What follows belongs to an exercise in optimizing a design on an open flow for small area, a short achievable clock period and few clock cycles; a production flow would make more cautious choices. The RTL was checked by simulation tests, not by an equivalence proof against the original design. Power and IR drop assume default switching activity.

===== flow/config.mk =====
export PLATFORM = sky130hd
export DESIGN_NAME = mips
export DESIGN_NICKNAME = mips
export VERILOG_FILES = /design/flow/design.v
export SDC_FILE = /design/flow/constraint.sdc
export NUM_CORES = 4
export LEC_CHECK = 0
export CAP_MARGIN = 20
export CORE_MARGIN = 2
export CORE_UTILIZATION = 40
export PLACE_DENSITY = 0.6
export SLEW_MARGIN = 20

===== flow/constraint.sdc =====
create_clock -name core_clock -period 15.0 [get_ports {clk}]
set_input_delay 3.0000 -clock core_clock [delete_from_list [all_inputs] [get_ports {clk}]]
set_output_delay 3.0000 -clock core_clock [all_outputs]
set_load 0.01 [all_outputs]

===== flow/design.v =====
module GRF (
    input         clk,
    input         reset,
    input  [ 4:0] ra1,
    input  [ 4:0] ra2,
    input  [ 4:0] wa,
    input  [31:0] wd,
    output [31:0] rd1,
    output [31:0] rd2
);
    wire [31:0] q[0:31];
    wire [31:0] wdr = wd & {32{~reset}};
    assign q[0] = 32'd0;
    genvar i;
    generate
        for (i = 1; i < 32; i = i + 1) begin : r
            reg [31:0] val;
            always @(posedge clk) begin
                if (reset | (wa == i)) val <= wdr;
            end
            assign q[i] = val;
        end
    endgenerate
    assign rd1 = q[ra1];
    assign rd2 = q[ra2];
endmodule
module ALU (
    input  [31:0] a,         
    input  [31:0] b,         
    input  [15:0] imm,
    input  [31:0] addr,      
    input  [ 4:0] shamt,
    input         sub,       
    input         op_add,    
    input         op_addi,
    input         op_and,
    input         op_or,
    input         op_andi,
    input         op_ori,
    input         op_lui,
    input         op_sll,
    input         op_slt,
    input         op_sltu,
    output [31:0] out
);
    wire [32:0] s33 = {1'b0, a} + {1'b0, sub ? ~b : b} + {32'd0, sub};
    wire lt_s = (a[31] ^ b[31]) ? a[31] : s33[31];
    wire lt_u = ~s33[32];
    assign out = ({32{op_add}} & s33[31:0])
               | ({32{op_addi}} & addr)
               | ({32{op_and}} & (a & b))
               | ({32{op_or}} & (a | b))
               | ({32{op_andi}} & {16'd0, a[15:0] & imm})
               | ({32{op_ori}} & {a[31:16], a[15:0] | imm})
               | ({32{op_lui}} & {imm, 16'd0})
               | ({32{op_sll}} & (b << shamt))
               | {31'd0, op_slt & lt_s}
               | {31'd0, op_sltu & lt_u};
endmodule
module MD #(
    parameter K = 4
) (
    input clk,
    input reset,
    input        start,      
    input        sgn,        
    input        mthi,
    input        mtlo,
    input [31:0] rs,
    input [31:0] rt,
    output        busy,
    output        busy_next,   
    output [31:0] hi,
    output [31:0] lo
);
    localparam STEPS = 32 / K;
    reg [31:0] hi_r, lo_r, mc;
    reg        s;
    reg [ 5:0] cnt;
    assign busy = cnt != 6'd0;
    assign busy_next = start | (cnt > 6'd1);
    assign hi   = hi_r;
    assign lo   = lo_r;
    reg                neg;    
    wire [K-1:0]       d = lo_r[K-1:0];
    wire [33+K:0] hx = {{(K+2){s & hi_r[31]}}, hi_r};
    wire [33+K:0] mx = {{(K+2){s & mc[31]}}, mc};
    reg  [33+K:0] t;
    integer j;
    always @(*) begin
        t = hx;
        for (j = 0; j < K - 1; j = j + 1)
            t = t + ((mx & {(34+K){d[j]}}) << j);
        t = t + (((mx ^ {(34+K){neg}}) & {(34+K){d[K-1]}}) << (K - 1)) + ({{(33+K){1'b0}}, neg & d[K-1]} << (K - 1));
    end
    always @(posedge clk) begin
        if (reset) begin
            neg  <= 1'b0;
            cnt  <= 6'd0;
            hi_r <= 32'd0;
            lo_r <= 32'd0;
        end else if (busy) begin
            neg  <= s & (cnt == 6'd2);
            cnt  <= cnt - 6'd1;
            hi_r <= t[K+31:K];
            lo_r <= {t[K-1:0], lo_r[31:K]};
        end else if (start) begin
            neg  <= sgn & (STEPS == 1);
            cnt  <= STEPS;
            hi_r <= 32'd0;
            lo_r <= rt;
        end else begin
            if (mthi) hi_r <= rs;
            if (mtlo) lo_r <= rs;
        end
    end
    always @(posedge clk) begin
        if (start) begin
            mc <= rs;
            s  <= sgn;
        end
    end
endmodule
module mips (
    input clk,
    input reset,
    output [31:0] i_inst_addr,
    input  [31:0] i_inst_rdata,
    input  [31:0] m_data_rdata,
    output [31:0] m_data_addr,
    output [31:0] m_data_wdata,
    output [ 3:0] m_data_byteen,
    output [31:0] m_inst_addr,
    output        w_grf_we,
    output [ 4:0] w_grf_addr,
    output [31:0] w_grf_wdata,
    output [31:0] w_inst_addr
);
    wire [31:0] fi = i_inst_rdata;
    wire [ 5:0] f_op = fi[31:26];
    wire [ 5:0] f_fn = fi[5:0];
    wire        f_R = f_op == 6'b000000;
    wire f_add   = f_R & (f_fn == 6'b100000);
    wire f_sub   = f_R & (f_fn == 6'b100010);
    wire f_and   = f_R & (f_fn == 6'b100100);
    wire f_or    = f_R & (f_fn == 6'b100101);
    wire f_slt   = f_R & (f_fn == 6'b101010);
    wire f_sltu  = f_R & (f_fn == 6'b101011);
    wire f_sll   = f_R & (f_fn == 6'b000000);
    wire f_jr    = f_R & (f_fn == 6'b001000);
    wire f_mult  = f_R & (f_fn == 6'b011000);
    wire f_multu = f_R & (f_fn == 6'b011001);
    wire f_mfhi  = f_R & (f_fn == 6'b010000);
    wire f_mflo  = f_R & (f_fn == 6'b010010);
    wire f_mthi  = f_R & (f_fn == 6'b010001);
    wire f_mtlo  = f_R & (f_fn == 6'b010011);
    wire f_ori   = f_op == 6'b001101;
    wire f_lui   = f_op == 6'b001111;
    wire f_addi  = f_op == 6'b001000;
    wire f_andi  = f_op == 6'b001100;
    wire f_lw    = f_op == 6'b100011;
    wire f_lh    = f_op == 6'b100001;
    wire f_lb    = f_op == 6'b100000;
    wire f_sw    = f_op == 6'b101011;
    wire f_sh    = f_op == 6'b101001;
    wire f_sb    = f_op == 6'b101000;
    wire f_lwm   = f_op == 6'b101100;
    wire f_beq   = f_op == 6'b000100;
    wire f_bne   = f_op == 6'b000101;
    wire f_btheq = f_op == 6'b101111;
    wire f_jal   = f_op == 6'b000011;
    wire f_load  = f_lw | f_lh | f_lb;
    wire f_store = f_sw | f_sh | f_sb;
    wire f_md    = f_mult | f_multu | f_mfhi | f_mflo | f_mthi | f_mtlo;
    wire [4:0] f_wa = (f_add | f_sub | f_and | f_or | f_slt | f_sltu | f_sll | f_mfhi | f_mflo) ? fi[15:11] :
                      (f_ori | f_lui | f_addi | f_andi | f_load) ? fi[20:16] :
                      f_jal ? 5'd31 : 5'd0;
    wire f_use_rs = f_add | f_sub | f_and | f_or | f_slt | f_sltu | f_jr | f_mult | f_multu |
                    f_mthi | f_mtlo | f_ori | f_addi | f_andi | f_load | f_store | f_lwm |
                    f_beq | f_bne | f_btheq;
    wire f_use_rt = f_add | f_sub | f_and | f_or | f_slt | f_sltu | f_sll | f_mult | f_multu |
                    f_beq | f_bne | f_btheq;
    localparam NC = 24;
    wire [NC-1:0] f_ctl = {
        f_sub | f_slt | f_sltu,              
        f_add | f_sub,                       
        f_addi,                              
        f_and, f_or, f_andi, f_ori, f_lui, f_sll, f_slt, f_sltu,   
        f_lh, f_lb, f_load,                  
        f_sw, f_sh, f_sb, f_lwm,             
        f_beq, f_bne, f_btheq, f_jal, f_jr,  
        f_mult                               
    };
    reg  [31:0] pc_F;
    reg  [31:0] pc_X;
    reg  [25:0] ir;
    reg  [NC-1:0] ctl;
    reg         x_mthi, x_mtlo, x_md, x_mstart, x_mfhi, x_mflo;
    reg  [ 4:0] x_wa;
    reg  [31:0] opA;
    reg  [31:0] opB;
    reg  [31:0] pc_M;
    reg  [31:0] m_val;    
    reg  [31:0] m_b;
    reg  [ 4:0] m_wa;
    reg  [ 3:0] m_be;
    reg         m_lh, m_lb, m_load, m_lwm;
    reg  [ 4:0] wa_T;
    reg  [31:0] wd_T;
    reg  [31:0] pc_T;
    wire c_sub   = ctl[23];
    wire op_add  = ctl[22];
    wire op_addi = ctl[21];
    wire op_and  = ctl[20];
    wire op_or   = ctl[19];
    wire op_andi = ctl[18];
    wire op_ori  = ctl[17];
    wire op_lui  = ctl[16];
    wire op_sll  = ctl[15];
    wire op_slt  = ctl[14];
    wire op_sltu = ctl[13];
    wire lh      = ctl[12];
    wire lb      = ctl[11];
    wire load    = ctl[10];
    wire sw      = ctl[9];
    wire sh_     = ctl[8];
    wire sb      = ctl[7];
    wire lwm     = ctl[6];
    wire beq     = ctl[5];
    wire bne     = ctl[4];
    wire btheq   = ctl[3];
    wire jal     = ctl[2];
    wire jr      = ctl[1];
    wire msigned = ctl[0];
    wire [15:0] imm = ir[15:0];
    wire [ 4:0] sh  = ir[10:6];
    wire [31:0] a = opA;
    wire [31:0] b = opB;
    wire md_busy, md_busy_next;
    wire x_ld   = load & (x_wa != 5'd0);
    wire f_wait = (f_md & md_busy_next) | (lwm & (f_use_rs | f_use_rt)) |
                  (x_ld & ((f_use_rs & (fi[25:21] == x_wa)) | (f_use_rt & (fi[20:16] == x_wa))));
    reg         refetch;
    wire        x_cti = beq | bne | btheq | jal | jr;
    wire [31:0] rf_a, rf_b;
    wire [ 4:0] ra1 = fi[25:21];
    wire [ 4:0] ra2 = fi[20:16];
    wire [ 4:0] wa_M;    
    wire [31:0] wd_M;
    wire [ 4:0] wa_X;    
    wire [31:0] wd_X;
    GRF u_GRF (
        .clk  (clk),
        .reset(reset),
        .ra1  (ra1),
        .ra2  (ra2),
        .wa   (wa_T),
        .wd   (wd_T),
        .rd1  (rf_a),
        .rd2  (rf_b)
    );
    function m_writes(input [4:0] r);
        m_writes = (r != 5'd0) && (m_lwm ? (m_data_rdata[4:0] == r + m_b[4:0]) : (m_wa == r));
    endfunction
    wire        hXa = wa_X != 5'd0 && wa_X == ra1;
    wire        hMa = m_writes(ra1);
    wire        hTa = wa_T != 5'd0 && wa_T == ra1;
    wire        hXb = wa_X != 5'd0 && wa_X == ra2;
    wire        hMb = m_writes(ra2);
    wire        hTb = wa_T != 5'd0 && wa_T == ra2;
    wire [31:0] bypA = hXa ? wd_X : hMa ? wd_M : wd_T;
    wire [31:0] bypB = hXb ? wd_X : hMb ? wd_M : wd_T;
    wire [31:0] opA_n = (hXa | hMa | hTa) ? bypA : rf_a;
    wire [31:0] opB_n = (hXb | hMb | hTb) ? bypB : rf_b;
    wire [31:0] addr = a + {{16{imm[15]}}, imm};
    wire [31:0] alu_out;
    ALU u_ALU (
        .a      (a),
        .b      (b),
        .imm    (imm),
        .addr   (addr),
        .shamt  (sh),
        .sub    (c_sub),
        .op_add (op_add),
        .op_addi(op_addi),
        .op_and (op_and),
        .op_or  (op_or),
        .op_andi(op_andi),
        .op_ori (op_ori),
        .op_lui (op_lui),
        .op_sll (op_sll),
        .op_slt (op_slt),
        .op_sltu(op_sltu),
        .out    (alu_out)
    );
    wire [31:0] hi, lo;
    MD u_MD (
        .clk  (clk),
        .reset(reset),
        .start(x_mstart),
        .sgn  (msigned),
        .mthi (x_mthi),
        .mtlo (x_mtlo),
        .rs   (a),
        .rt   (b),
        .busy (md_busy),
        .busy_next(md_busy_next),
        .hi   (hi),
        .lo   (lo)
    );
    wire [31:0] link = pc_X + 32'd8;
    assign wd_X = jal ? link :
                  x_mfhi ? hi :
                  x_mflo ? lo : alu_out;
    assign wa_X = load ? 5'd0 : x_wa;
    wire taken = (beq & (a == b)) | (bne & (a != b)) | (btheq & ((a & b) > (a ^ b)));
    wire [31:0] pc_seq = pc_F + 32'd4;
    wire [31:0] pc_br  = pc_F + {{14{imm[15]}}, imm, 2'b00};
    wire [31:0] next_pc = jr ? a :
                          jal ? {pc_F[31:28], ir[25:0], 2'b00} :
                          taken ? pc_br : pc_seq;
    assign m_data_addr   = m_val;
    assign m_inst_addr   = pc_M;
    assign m_data_byteen = m_be;
    assign m_data_wdata  = m_b;
    wire [15:0] half = m_val[1] ? m_data_rdata[31:16] : m_data_rdata[15:0];
    wire [ 7:0] byte_ = m_val[0] ? half[15:8] : half[7:0];
    wire [31:0] ld = m_lb ? {{24{byte_[7]}}, byte_} :
                     m_lh ? {{16{half[15]}}, half} : m_data_rdata;
    wire [ 4:0] lwm_dst = m_data_rdata[4:0] - m_b[4:0];
    assign wd_M = (m_load | m_lwm) ? ld : m_val;
    assign wa_M = m_lwm ? lwm_dst : m_wa;
    wire [31:0] b_fw = m_writes(ir[20:16]) ? wd_M : b;
    wire [31:0] pc_Fi = refetch ? pc_X : pc_F;    
    always @(posedge clk) begin
        if (reset) begin
            pc_F     <= 32'h3000;
            refetch  <= 1'b0;
            ctl      <= {NC{1'b0}};
            x_mthi   <= 1'b0;
            x_mtlo   <= 1'b0;
            x_md     <= 1'b0;
            x_mstart <= 1'b0;
            x_mfhi   <= 1'b0;
            x_mflo   <= 1'b0;
            x_wa     <= 5'd0;
            m_wa     <= 5'd0;
            m_load   <= 1'b0;
            m_lwm    <= 1'b0;
            m_be     <= 4'd0;
            wa_T     <= 5'd0;
        end else begin
            if (f_wait) begin
                if (x_cti) begin
                    pc_F    <= next_pc;
                    refetch <= 1'b1;
                end
            end else begin
                if (!refetch) pc_F <= next_pc;
                refetch <= 1'b0;
            end
            ctl      <= f_wait ? {NC{1'b0}} : f_ctl;
            x_mthi   <= f_mthi & ~f_wait;
            x_mtlo   <= f_mtlo & ~f_wait;
            x_md     <= f_md & ~f_wait;
            x_mstart <= (f_mult | f_multu) & ~f_wait;
            x_mfhi   <= f_mfhi & ~f_wait;
            x_mflo   <= f_mflo & ~f_wait;
            x_wa     <= f_wait ? 5'd0 : f_wa;
            m_wa     <= x_wa;
            m_load   <= load;
            m_lwm    <= lwm;
            m_be     <= sw ? 4'b1111 :
                        sh_ ? (addr[1] ? 4'b1100 : 4'b0011) :
                        sb ? (4'b0001 << addr[1:0]) : 4'b0000;
            wa_T     <= wa_M;
        end
    end
    always @(posedge clk) begin
        pc_X   <= pc_Fi;
        ir     <= fi[25:0];
        opA    <= opA_n;
        opB    <= opB_n;
        pc_M   <= pc_X;
        m_val  <= (load | lwm | sw | sh_ | sb) ? addr : wd_X;
        m_b    <= sh_ ? {2{b_fw[15:0]}} : sb ? {4{b_fw[7:0]}} : b_fw;
        m_lh   <= lh;
        m_lb   <= lb;
        wd_T   <= wd_M;
        pc_T   <= pc_M;
    end
    assign i_inst_addr = pc_Fi;
    assign w_grf_we    = 1'b1;
    assign w_grf_addr  = wa_T;
    assign w_grf_wdata = wd_T;
    assign w_inst_addr = pc_T;
endmodule

===== flow/flow/run.sh =====
#!/bin/bash
# Standard synthesis and layout, with these changes to how the layout is made:
# - timing repair aims for a setup slack of SETUP_SLACK_MARGIN ns below the design's clock
#   period instead of just meeting it, working on the worst path only (TNS_END_PERCENT=0);
# - resizing may change a cell's footprint (MATCH_CELL_FOOTPRINT=0);
# - every input and output port still gets a buffer, a buf_4 instead of the default delay cell.
# Each step's full output goes to its own log file here; ORFS keeps its logs under orfs/logs.
set -euo pipefail
bash standard.sh synth > synth.log 2>&1
bash standard.sh SETUP_SLACK_MARGIN=10 TNS_END_PERCENT=0 MATCH_CELL_FOOTPRINT=0 \
  'BUFFER_PORTS_ARGS=-inputs -outputs -buffer_cell sky130_fd_sc_hd__buf_4' \
  finish > layout.log 2>&1

===== flow/standard.sh =====
#!/bin/bash
# synth_recipe.tcl (not shown) runs the flow's synth.tcl, then flattens the netlist and writes it again
# the make line also repeats each setting of config.mk as NAME=value (left out here)
make -C /OpenROAD-flow-scripts/flow DESIGN_CONFIG=/design/flow/config.mk WORK_HOME=/design/flow/orfs CLKGATE_MAP_FILE= SYNTH_SCRIPT=/design/flow/synth_recipe.tcl "${@:-finish}"

==> summary.txt, run 1 <==
Status = finished with violations
Layout Check Fails = max-capacitance violations
Worst-Margin Slew = 1.54 ns
Synth cell count leaders = edfxtp_1, nand2_1, a221oi_1
Share of post-route cells with drive strength above 1 = 18.3%
Yosys warns = 3
Fin crit period = 5.31 ns
Most frequent cell after synthesis = edfxtp_1
Fillcell total = 17,100
R2r setup slk = 9.72 ns
Wirelength, routed = 394,000 um
Routed Antenna Nets = 0
Fin. max-slew vios = 5
Reg power frac = 39.7%
Yosys top cell by area = edfxtp_1
WP data arrival = 5.97 ns
Kind of critical path = input pin to flop
Largest net degree at the start of global routing = 84
Pwr Density = 140 nW/um2
Synth area leaders = edfxtp_1, dfxtp_1, a221oi_1, a22o_1, ha_1
Clock-pin slew of the registers on the worst-case setup and hold paths = 0.06 ns
Die Ht = 440 um
Clock sink count = 1,463
Post-Route Skew = 0.0519 ns
Gate power share = 27.7%
Syn Std Cell Area = 76,000 um2
Yosys top cell area share = 40.5%
Number of max-cap violations = 1
Reg2Reg Depth = 13
Setup_tns = 0 ns
EDFF count, synth = 1,025
Area of the multi-input gates = 35,600 um2
IO Pins = 268
CP endpoint kind = flop
H-tree depth = 4
Final hold vios = 0
F_max = 188 MHz
Count of input and output buffers = 266
Worst r2r dst = opA[18]
Unique masters post-synth = 95
Clock power frac = 32.6%
Cts bufs inserted = 159
Clock Latency Late Sink = 0.86 ns
Synth-to-Final Area Change = 18.0%
Lkg Pwr = 34.0 nW
Worst path max stage delay = 0.66 ns
Final net count = 7,501
Critical R2R Launch = ctl[23]
FP Rows = 160
Internal Power = 8.16 mW
Initial Util = 40.1%
Synthesis-stage register bit count = 1,463
Sw Pwr = 4.38 mW
Ys flop type = edfxtp_1
Seq. cell area = 39,700 um2
Root buffer cell = clkbuf_16
Final Cycle Share = 35.4%
DIE AREA = 194,000 um2
Critical-path cell list = buf_4 -> nor2b_1 -> nand2b_2 -> nor2_4 -> buf_4 -> a221oi_1 -> nand4_1 -> o21ai_1 -> o211ai_1
Hold depth = 0
Syn Inst Count = 6,764
WL per Instance = 40.6 um
Iteration count of the initial detailed-routing pass = 13
DRC violations left = 0
Clk buf depth = 3
First-pass GRT wire length = 529,000 um
Critical path required time = 15.66 ns
Max VDD drop = 0.0000932 V
Vias per cell = 7.14
Final setup fails = 0
Finished Core Util = 47.3%
RSZ-0062 raised after global routing = true
Die X = 440 um
Hold Crit Endpoint = m_lh
Total grt overflow = 0
Post-synthesis async set-or-reset flop share = 0%
Initial detailed-routing violation count = 13,900
Half-perimeter wire length after placement = 240,000 um
Post-DP Area = 82,000 um2
Vias in the first global route = 65,000
Sw Ratio = 34.9%
Mapped Nets = 7,210
Crit-path slowest cell = buf_4
Final GP Congestion = 1.03
Syn Area/Cell = 11.2 um2
Total number of vias = 69,300
Hold Crit Class = flop to flop
Critical-path maximum fanout = 23
Critical Path Most Common Cell = buf_4
Max-slew headroom = -3.69%
Hold Path Origin = ctl[12]
Seq/Total Area, Yosys = 52.0%
Antenna violations before repair = 23
Post-route cell area = 89,700 um2
Startpoint Class = input pin
CTS tree = yes
Area of the core = 190,000 um2
Global Route Usage Sum = 39.3%
==> cells in the final DEF (no fill, tap or decap), types with 51 or more instances in the layout <==
cell / synthesis / routed
a21o_1: 61 / 61
a21oi_1: 327 / 304
a221oi_1: 465 / 465
a222oi_1: 70 / 70
a22o_1: 409 / 409
a22oi_1: 84 / 81
and2_1: 54 / 51
buf_4: 5 / 552
clkbuf_16: 0 / 172
dfxtp_1: 438 / 380
edfxtp_1: 1025 / 1025
fa_1: 107 / 104
ha_1: 273 / 245
inv_1: 258 / 238
mux2_2: 52 / 51
mux2i_1: 141 / 141
nand2_1: 519 / 499
nand3_1: 110 / 108
nand4_1: 152 / 152
nor2_1: 362 / 297
nor2_4: 0 / 63
nor2b_1: 62 / 59
nor3_1: 86 / 82
o211ai_1: 87 / 87
o21ai_0: 334 / 254
xnor2_1: 131 / 130
xor2_1: 128 / 128
==> registers in the layout, summed over array words and instances (netlist names), 6 cells and up <==
signal	cells
ctl	24
ir	26
m_b	32
m_val	32
opA	32
opB	32
pc_F	32
pc_M	32
pc_T	32
pc_X	32
u_GRF.r.val	992
u_MD.cnt	6
u_MD.hi_r	32
u_MD.lo_r	32
u_MD.mc	32
wd_T	32
==> worst max-delay path by stage <==
stage / from / endpoint / slack [ns] / cells past startpoint
floorplan: i_inst_rdata[30] / pc_F[22] / 9.72 / 12
global placement: m_data_rdata[4] / m_b[24] / 8.08 / 12
detailed placement: i_inst_rdata[21] / opA[5] / 8.11 / 9
CTS: opB[3] / pc_F[30] / 9.89 / 22
global route: u_MD.neg / u_MD.hi_r[31] / 9.77 / 20
finish: i_inst_rdata[24] / opA[18] / 9.69 / 9
==> cell families after synthesis <==
group                    count (synthesis)  share of synthesized area, %
buffers and inverters                  734                          3.66
AND/OR/NAND/NOR                       1537                          9.59
adder cells (fa/ha/maj)                380                          7.31
flip-flops                            1463                          52.0
AO/OA/AOI/OAI                         2177                          21.3
other                                    1                       0.00493
XOR/XNOR                               259                          2.98
multiplexers                           213                          3.19
==> power groups by stage <==
stage,Sequential (mW),Combinational (mW),Clock (mW)
2_1_floorplan,4.89,1.93,0
3_3_place_gp,5.03,3.10,0
3_5_place_dp,5.03,3.11,0
4_1_cts,4.96,3.26,4.08
5_1_grt,4.99,3.67,4.25
6_report,4.98,3.47,4.09
==> routing by layer <==
metal	up-vias	routed length [um]	global-route usage, %
met2	6753	165000	57.9
met5	-	244	0.0993
met1	33400	130000	45.1
li1	27000	-	-
met4	22	42400	32.3
met3	2137	57000	15.2
==> layout make-up <==
cell class	instances	share of cell area (%)
Multi-Input combinational cell	4569	39.7
Tap cell	2511	3.50
Sequential cell	1463	44.2
Clock inverter	93	1.19
Timing Repair Buffer	597	5.43
Clock buffer	194	4.78
Antenna cell	13	0.0362
Inverter	265	1.13
==> metrics by stage <==
step | instances | power (mW) | setup slack (ns) | hold WS, ns
4_1_cts | 9651 | 12.3 | 9.89 | 0.338
6_report | 9705 | 12.5 | 9.69 | 0.339
3_3_place_gp | 9301 | 8.13 | 8.08 | 0.322
2_1_floorplan | 6764 | 6.82 | 9.72 | 0.310
3_5_place_dp | 9301 | 8.14 | 8.11 | 0.315
5_1_grt | 9694 | 12.9 | 9.77 | 0.341
==> worst max-delay path: cells and delay by family <==
kind,cells,cell delay (ns)
AOI/OAI and AO/OA,3,0.76
buffers and inverters,2,0.89
and+or+nand+nor,4,1.24
==> repair_timing <==
action,4_1_cts,5_1_grt
gates cloned,5,5
pin swaps,48,48
hold buffers,0,0
setup buffers,58,36
endpoints found under the setup margin,189,171
hold endpoints to repair,0,0
gates resized for setup,316,115
Testbench counts, summed over its fixed seeds: cycles 13,976.
==> inputs of run 2 (changes only) <==
--- a/flow/flow/run.sh
+++ b/flow/flow/run.sh
@@ -4,9 +4,10 @@
 #   period instead of just meeting it, working on the worst path only (TNS_END_PERCENT=0);
 # - resizing may change a cell's footprint (MATCH_CELL_FOOTPRINT=0);
+# - repair keeps 35% below the max-capacitance and max-slew limits (default 20%);
 # - every input and output port still gets a buffer, a buf_4 instead of the default delay cell.
 # Each step's full output goes to its own log file here; ORFS keeps its logs under orfs/logs.
 set -euo pipefail
 bash standard.sh synth > synth.log 2>&1
-bash standard.sh SETUP_SLACK_MARGIN=10 TNS_END_PERCENT=0 MATCH_CELL_FOOTPRINT=0 \
+bash standard.sh SETUP_SLACK_MARGIN=10 TNS_END_PERCENT=0 MATCH_CELL_FOOTPRINT=0 CAP_MARGIN=35 SLEW_MARGIN=35 \
   'BUFFER_PORTS_ARGS=-inputs -outputs -buffer_cell sky130_fd_sc_hd__buf_4' \
   finish > layout.log 2>&1
==> run 2 against run 1 <==
Compared with the run above:
- fails the layout checks on max-capacitance violations, max-slew violations
- combinational power about the same
- global-route usage shrank 0.16 points
- clock skew is essentially flat
- critical path depth stayed put
- critical path type unchanged
- largest power group unchanged
- highest routed layer unchanged
==> summary.txt, run 2 <==
Crit-path slowest cell = nor2_4
Die Ht = 440 um
Critical R2R Launch = ir[1]
IO Pins = 268
Critical Path Most Common Cell = buf_4
Global Route Usage Sum = 39.1%
Worst-Margin Slew = 1.69 ns
Area of the core = 190,000 um2
Reg2Reg Depth = 13
Fillcell total = 17,000
Die X = 440 um
Yosys top cell area share = 40.5%
Antenna violations before repair = 19
Met2 WL = 168,000 um
F_max = 185 MHz
First-pass GRT wire length = 527,000 um
Ys flop type = edfxtp_1
Post-synthesis async set-or-reset flop share = 0%
Vias per cell = 7.17
Most frequent cell after synthesis = edfxtp_1
Pwr Density = 140 nW/um2
WP data arrival = 6.08 ns
Max reg flops = 992
Syn Std Cell Area = 76,000 um2
Final net count = 7,520
Yosys top cell by area = edfxtp_1
Critical path required time = 15.68 ns
Critical-path maximum fanout = 20
Post-DP Area = 82,200 um2
Mapped Nets = 7,210
Startpoint Class = input pin
Critical-path cell list = buf_4 -> or3_4 -> nor2_4 -> buf_4 -> a22o_1 -> a221oi_1 -> nand4_1 -> o21ai_0 -> o221ai_1
Half-perimeter wire length after placement = 242,000 um
Setup_tns = 0 ns
Layout Check Fails = max-capacitance violations, max-slew violations
Initial Util = 40.1%
Total grt overflow = 0
Yosys warns = 3
DIE AREA = 194,000 um2
Critical Path Start = i_inst_rdata[22]
EDFF count, synth = 1,025
Routed Antenna Nets = 0
Fin crit period = 5.40 ns
Iteration count of the initial detailed-routing pass = 13
Max-slew headroom = -13.5%
Post-CTS Hold Buffers = 0
Most frequent cells in the layout = edfxtp_1, buf_4, nand2_1, a221oi_1, a22o_1
Clock-pin slew of the registers on the worst-case setup and hold paths = 0.06 ns
CP endpoint kind = flop
RSZ-0062 raised after global routing = true
Synth cell count leaders = edfxtp_1, nand2_1, a221oi_1
Area of the multi-input gates = 35,700 um2
Synth-to-Final Area Change = 18.9%
Wirelength, routed = 396,000 um
Hold Path Origin = ctl[12]
Final cell count without fillers = 9,734
Status = finished with violations
Largest net degree at the start of global routing = 84
Final hold vios = 0
Seq/Total Area, Yosys = 52.0%
Register with the most flip-flops = u_GRF.r.val
WL per Instance = 40.7 um
Fin. max-slew vios = 5
CTS tree = yes
Syn Area/Cell = 11.2 um2
H-tree depth = 4
Total number of vias = 69,800
Hold Crit Class = flop to flop
Most common cell after layout, fill and taps aside = edfxtp_1
Final GP Congestion = 1.03
Post-Route Skew = 0.0521 ns
Lkg Pwr = 34.3 nW
Clock Latency Late Sink = 0.86 ns
Max VDD drop = 0.0000976 V
Placed cells = 9,309
Final setup fails = 0
Share of post-route cells with drive strength above 1 = 18.7%
Cts bufs inserted = 162
Root buffer cell = clkbuf_16
Syn Inst Count = 6,764
FP Rows = 160
Number of max-cap violations = 1
Synth area leaders = edfxtp_1, dfxtp_1, a221oi_1, a22o_1, ha_1
Post-Route M1 WL = 130,000 um
Initial detailed-routing violation count = 14,000
DRC violations left = 0
Worst path max stage delay = 0.68 ns
Post-route cell area = 90,400 um2
Final Cycle Share = 36.0%
Clock sink count = 1,463
Routed wl met3 = 55,600 um
Unique masters post-synth = 95
Vias in the first global route = 64,800
Seq. cell area = 39,700 um2
Count of input and output buffers = 266
Clk buf depth = 3
Synthesis-stage register bit count = 1,463
Power consumption = 12.7 mW
DR top layer = met5
Kind of critical path = input pin to flop
Hold depth = 0
run 2: cell counts after synthesis:
Identical to the previous run, type by type.
run 2: cell families (layout without fill, tap and decap cells):
group                      Yosys count  in the layout  synth area share (%)
AOI/OAI and AO/OA                 2177           2177                  21.3
xor gates and xnor gates           259            259                  2.98
adders and majority gates          380            380                  7.31
buffers and inverters              734           1178                  3.66
DFF                               1463           1463                  52.0
muxes                              213            214                  3.19
other                                1             14               0.00493
and+or+nand+nor                   1537           1538                  9.59
run 2: final cells by class:
class	instances	area share (%)
clock inverter	100	1.24
inverter	265	1.13
tap	2511	3.48
sequential	1463	43.9
multi-input combinational	4569	39.5
timing repair buffer	613	5.83
antenna	13	0.0360
clock buffer	200	4.94
run 2: worst max-delay path: cells and delay by family:
| kind | cells | cell delay, ns |
|---|---|---|
| compound gates | 4 | 0.77 |
| simple gates | 3 | 1.35 |
| buf+inv | 2 | 0.87 |
run 2: timing repair:
item / in CTS / in global routing
gates cloned: 1 / 8
pin swaps: 31 / 56
resized for setup: 273 / 145
setup buffers: 42 / 58
setup endpoints to repair: 192 / 179
run 2: worst paths after layout:
| path | slack, ns | end |
|---|---|---|
| hold / removal | 0.34 | m_lh |
| setup reg to reg | 9.74 | opB[27] |
| setup / recovery | 9.60 | opA[2] |
| hold reg to reg | 0.34 | m_lh |
run 2: routing by layer:
layer / vias to the layer above / track usage (%)
met1: 33700 / 44.8
met4: 16 / 32.2
met5: - / 0.571
met2: 6925 / 58.4
li1: 27000 / -
met3: 2149 / 14.2
run 2: power by group:
part | internal (mW) | total (mW) | leakage [nW] | switching (mW)
sequential | 4.65 | 4.98 | 14.1 | 0.332
combinational | 1.21 | 3.47 | 17.5 | 2.27
clock | 2.42 | 4.21 | 2.72 | 1.80
run 2: stage by stage:
stage               util, %  hold WS (ns)  setup WS [ns]
global route           47.7         0.341           9.76
detailed placement     43.4         0.314           8.21
global placement       43.2         0.322           8.08
floorplan                 -         0.310           9.72
CTS                    47.0         0.338           9.83
finish                 47.7         0.341           9.60
==> inputs of run 3 (changes only) <==
--- a/flow/design.v
+++ b/flow/design.v
@@ -176,9 +176,6 @@
                       (f_ori | f_lui | f_addi | f_andi | f_load) ? fi[20:16] :
                       f_jal ? 5'd31 : 5'd0;
-    wire f_use_rs = f_add | f_sub | f_and | f_or | f_slt | f_sltu | f_jr | f_mult | f_multu |
-                    f_mthi | f_mtlo | f_ori | f_addi | f_andi | f_load | f_store | f_lwm |
-                    f_beq | f_bne | f_btheq;
-    wire f_use_rt = f_add | f_sub | f_and | f_or | f_slt | f_sltu | f_sll | f_mult | f_multu |
-                    f_beq | f_bne | f_btheq;
+    wire f_use_rt = f_R | f_beq | f_bne | f_btheq;
+    wire f_md_w   = f_R & (f_fn[5:4] == 2'b01);
     localparam NC = 24;
     wire [NC-1:0] f_ctl = {
@@ -239,6 +236,6 @@
     wire md_busy, md_busy_next;
     wire x_ld   = load & (x_wa != 5'd0);
-    wire f_wait = (f_md & md_busy_next) | (lwm & (f_use_rs | f_use_rt)) |
-                  (x_ld & ((f_use_rs & (fi[25:21] == x_wa)) | (f_use_rt & (fi[20:16] == x_wa))));
+    wire f_wait = (f_md_w & md_busy_next) | lwm |
+                  (x_ld & ((fi[25:21] == x_wa) | (f_use_rt & (fi[20:16] == x_wa))));
     reg         refetch;
     wire        x_cti = beq | bne | btheq | jal | jr;
@@ -331,5 +328,5 @@
     assign wd_M = (m_load | m_lwm) ? ld : m_val;
     assign wa_M = m_lwm ? lwm_dst : m_wa;
-    wire [31:0] b_fw = m_writes(ir[20:16]) ? wd_M : b;
+    wire [31:0] b_fw = (m_wa != 5'd0 && m_wa == ir[20:16]) ? wd_M : b;
     wire [31:0] pc_Fi = refetch ? pc_X : pc_F;    
     always @(posedge clk) begin
==> flow/flow/run.sh (replaced) <==
#!/bin/bash
# Standard synthesis and layout, with these changes to how the layout is made:
# - timing repair aims for a setup slack of SETUP_SLACK_MARGIN ns below the design's clock
#   period instead of just meeting it, working on the worst path only (TNS_END_PERCENT=0);
# - resizing may change a cell's footprint (MATCH_CELL_FOOTPRINT=0);
# - every input and output port still gets a buffer, a buf_4 instead of the default delay cell.
# Each step's full output goes to its own log file here; ORFS keeps its logs under orfs/logs.
set -euo pipefail
bash standard.sh synth > synth.log 2>&1
bash standard.sh SETUP_SLACK_MARGIN=10 TNS_END_PERCENT=0 MATCH_CELL_FOOTPRINT=0 \
  'BUFFER_PORTS_ARGS=-inputs -outputs -buffer_cell sky130_fd_sc_hd__buf_4' \
  finish > layout.log 2>&1
==> run 3 against run 2 <==
Compared with the run above:
- the run now finishes clean
- clock power is essentially flat
- non-clock buffer count down 42
- power fell by 1.1%
- global-route usage is 0.29 points higher
- worst setup slack improved by 0.10 ns
- largest power group unchanged
==> summary.txt, run 3 <==
CP endpoint kind = flop
DRC violations left = 0
Hold depth = 0
Worst path max stage delay = 0.66 ns
Fillcell total = 17,100
Max VDD drop = 0.000131 V
CTS tree = yes
Clock sink count = 1,463
Synth cell count leaders = edfxtp_1, a221oi_1, nand2_1
Gate power share = 26.8%
Most common cell after layout, fill and taps aside = edfxtp_1
Worst-Margin Slew = 1.39 ns
Critical Path Start = i_inst_rdata[18]
Syn Area/Cell = 11.3 um2
F_max = 189 MHz
Startpoint Class = input pin
IO Pins = 268
Final GP Congestion = 1.08
Yosys top cell area share = 40.3%
Vias in the first global route = 65,100
Post-DP Area = 82,300 um2
First-pass GRT wire length = 532,000 um
Hold Path Origin = ctl[12]
Post-route cell area = 89,700 um2
Fin. max-slew vios = 0
Setup slack after layout = 9.70 ns
Fin crit period = 5.30 ns
Wirelength, routed = 397,000 um
Post-synthesis async set-or-reset flop share = 0%
Top Family by Delay on Critical Path = simple AND/OR/NAND/NOR gates
Sw Pwr = 4.29 mW
Area of the core = 190,000 um2
Count of input and output buffers = 266
WP data arrival = 6.06 ns
Total number of vias = 69,500
Critical R2R Launch = ir[7]
Post-CTS Hold Buffers = 0
Vias per cell = 7.19
Global Route Usage Sum = 39.4%
Final hold vios = 0
Register with the most flip-flops = u_GRF.r.val
Synth-to-Final Area Change = 17.3%
Max-slew headroom = 6.85%
Crit-path slowest cell = buf_4
Share of post-route cells with drive strength above 1 = 17.8%
Yosys top cell by area = edfxtp_1
Hold Crit Endpoint = m_lh
Total grt overflow = 0
H-tree depth = 4
Most frequent cells in the layout = edfxtp_1, buf_4, a221oi_1, nand2_1, a22o_1
Cts bufs inserted = 159
Synth area leaders = edfxtp_1, dfxtp_1, a221oi_1, ha_1, a22o_1
Critical path required time = 15.77 ns
Buf+Inv Stages, Crit Path = 2
Max reg flops = 992
Setup_tns = 0 ns
Antenna violations before repair = 25
Iteration count of the initial detailed-routing pass = 14
Mapped Nets = 7,195
Ys flop type = edfxtp_1
DP Worst Slack = 8.28 ns
Reg power frac = 39.6%
Die X = 441 um
DIE AREA = 195,000 um2
EDFF count, synth = 1,025
Finished Core Util = 47.2%
Worst r2r dst = opB[31]
Clock power frac = 33.6%
Final Cycle Share = 35.3%
Sw Ratio = 34.3%
Final setup fails = 0
Syn Inst Count = 6,739
R2r setup slk = 9.71 ns
Initial Util = 40.2%
Reg2Reg Depth = 10
Number of max-cap violations = 0
Internal Power = 8.23 mW
Yosys warns = 3
Seq/Total Area, Yosys = 51.7%
Critical-path maximum fanout = 25
WL per Instance = 41.1 um
Status = timing/DRC/antenna clean
Pwr Density = 140 nW/um2
FP Rows = 160
Placed cells = 9,278
Lkg Pwr = 34.2 nW
Critical-path cell list = buf_4 -> or3b_2 -> nor2_4 -> buf_4 -> a22o_1 -> a221oi_1 -> nand4_1 -> o21ai_1 -> o221ai_1
Root buffer cell = clkbuf_16
Post-Route Skew = 0.0687 ns
Kind of critical path = input pin to flop
Half-perimeter wire length after placement = 250,000 um
RSZ-0062 raised after global routing = true
Clock Latency Late Sink = 0.87 ns
Final cell count without fillers = 9,661
Syn Std Cell Area = 76,400 um2
Most frequent cell after synthesis = edfxtp_1
Unique masters post-synth = 108
Final net count = 7,459
Clk buf depth = 3
Largest net degree at the start of global routing = 98
Initial detailed-routing violation count = 15,000
Hold Crit Class = flop to flop
Critical Path Most Common Cell = buf_4
Synthesis-stage register bit count = 1,463
Clock-pin slew of the registers on the worst-case setup and hold paths = 0.06 ns
Routed Antenna Nets = 0
Die Ht = 441 um
[run 3: cell types whose count changed after synthesis, sizes merged, moves of 24 or more]
cell    change
a22oi      +41
buf        +24
o21ai      -44
nand2      -70
o211ai     -52
clkbuf     -24
nor3       +51
[run 3: layer usage]
metal,share of wire (%),track usage (%),up-vias
met5,0.11,0.220,-
met4,11,33.6,42
met3,15,16.3,2273
met2,41,57.2,6780
met1,33,44.9,33500
li1,-,-,26900
[run 3: stage by stage]
stage	total power [mW]	hold WS, ns
after global placement	8.12	0.312
after detailed placement	8.15	0.319
final	12.5	0.325
after floorplan	6.91	0.310
after CTS	12.3	0.328
after global routing	12.9	0.335
[run 3: cell families (layout without fill, tap and decap cells)]
| logic type | count (synthesis) | after routing | share of synthesized area [%] |
|---|---|---|---|
| AO/OA/AOI/OAI | 2128 | 2128 | 21.0 |
| AND/OR/NAND/NOR | 1557 | 1558 | 9.72 |
| flip-flops | 1463 | 1463 | 51.7 |
| buffers and inverters | 729 | 1124 | 3.70 |
| adder cells (fa/ha/maj) | 390 | 390 | 7.42 |
| XOR/XNOR | 245 | 245 | 2.82 |
| multiplexers | 226 | 226 | 3.64 |
| other | 1 | 16 | 0.00491 |
[run 3: how the worst max path moves through the flow]
stage                               to  depth (start not counted)
floorplan           u_GRF.r[10].val[0]                          4
global placement               opA[11]                         11
detailed placement             opA[29]                         10
CTS                           pc_F[20]                         22
global route                  pc_F[31]                         22
finish                         opB[12]                          9
[run 3: power groups by stage]
stage,registers [mW],logic [mW],clock network [mW]
floorplan,4.89,2.02,0
global placement,5.02,3.11,0
detailed placement,5.02,3.13,0
CTS,4.93,3.20,4.21
global route,4.97,3.58,4.37
finish,4.96,3.35,4.21
[run 3: area by class of cell]
cell class	instances	area [um2]	share of cell area [%]
repair buffers	571	4580	5.11
flip-flops and latches	1463	39600	44.2
multi-input cells	4548	35700	39.8
clock buffers	185	4180	4.66
inverters	260	991	1.11
well taps	2511	3140	3.50
diodes	15	37.5	0.0419
clock inverters	108	1400	1.56
[run 3: timing repair]
| item | CTS | global route |
|---|---|---|
| gates cloned | 0 | 3 |
| resized for setup | 108 | 183 |
| pin swaps | 7 | 40 |
| setup endpoints to repair | 240 | 895 |
| buffers inserted | 12 | 57 |
| endpoints found under the hold margin | 0 | 0 |
Testbench counts of run 3, summed over its fixed seeds: cycles 13,989.

afterwards: timing with drivers on the ports:
Ports are ideal in the flow. The routed layouts listed here were re-timed in OpenROAD. Step 1 sets driving cells, clkbuf_16 on the clock port and buf_2 on the other inputs (assumed; they add their load-dependent delay and slew). Step 2 adds t to the input delays and takes it off the output delays; t is the mean of the earliest and latest rising clock arrival at the registers after step 1. Input paths then give back, and output paths get back, about the clock's delay inside the block. a / b / c = ideal / step 1 / step 2; a / b = the first two.
run	shift t [ns]	slack for setup (ns)	hold WS [ns]	clock arrival spread, ns	slew at the worst register clock pin (ns)
run 1	0.923	9.686 / 9.723 / 8.824	0.339 / 0.339 / 0.339	0.055 / 0.054	0.07 / 0.07
run 2	0.920	9.601 / 9.660 / 8.740	0.341 / 0.341 / 0.341	0.060 / 0.060	0.07 / 0.07
run 3	0.928	9.702 / 9.714 / 8.817	0.325 / 0.325 / 0.325	0.086 / 0.086	0.07 / 0.07
The setup slack of run 3, which loses most, moves by +0.012 ns with the drivers and by -0.885 ns with both steps.
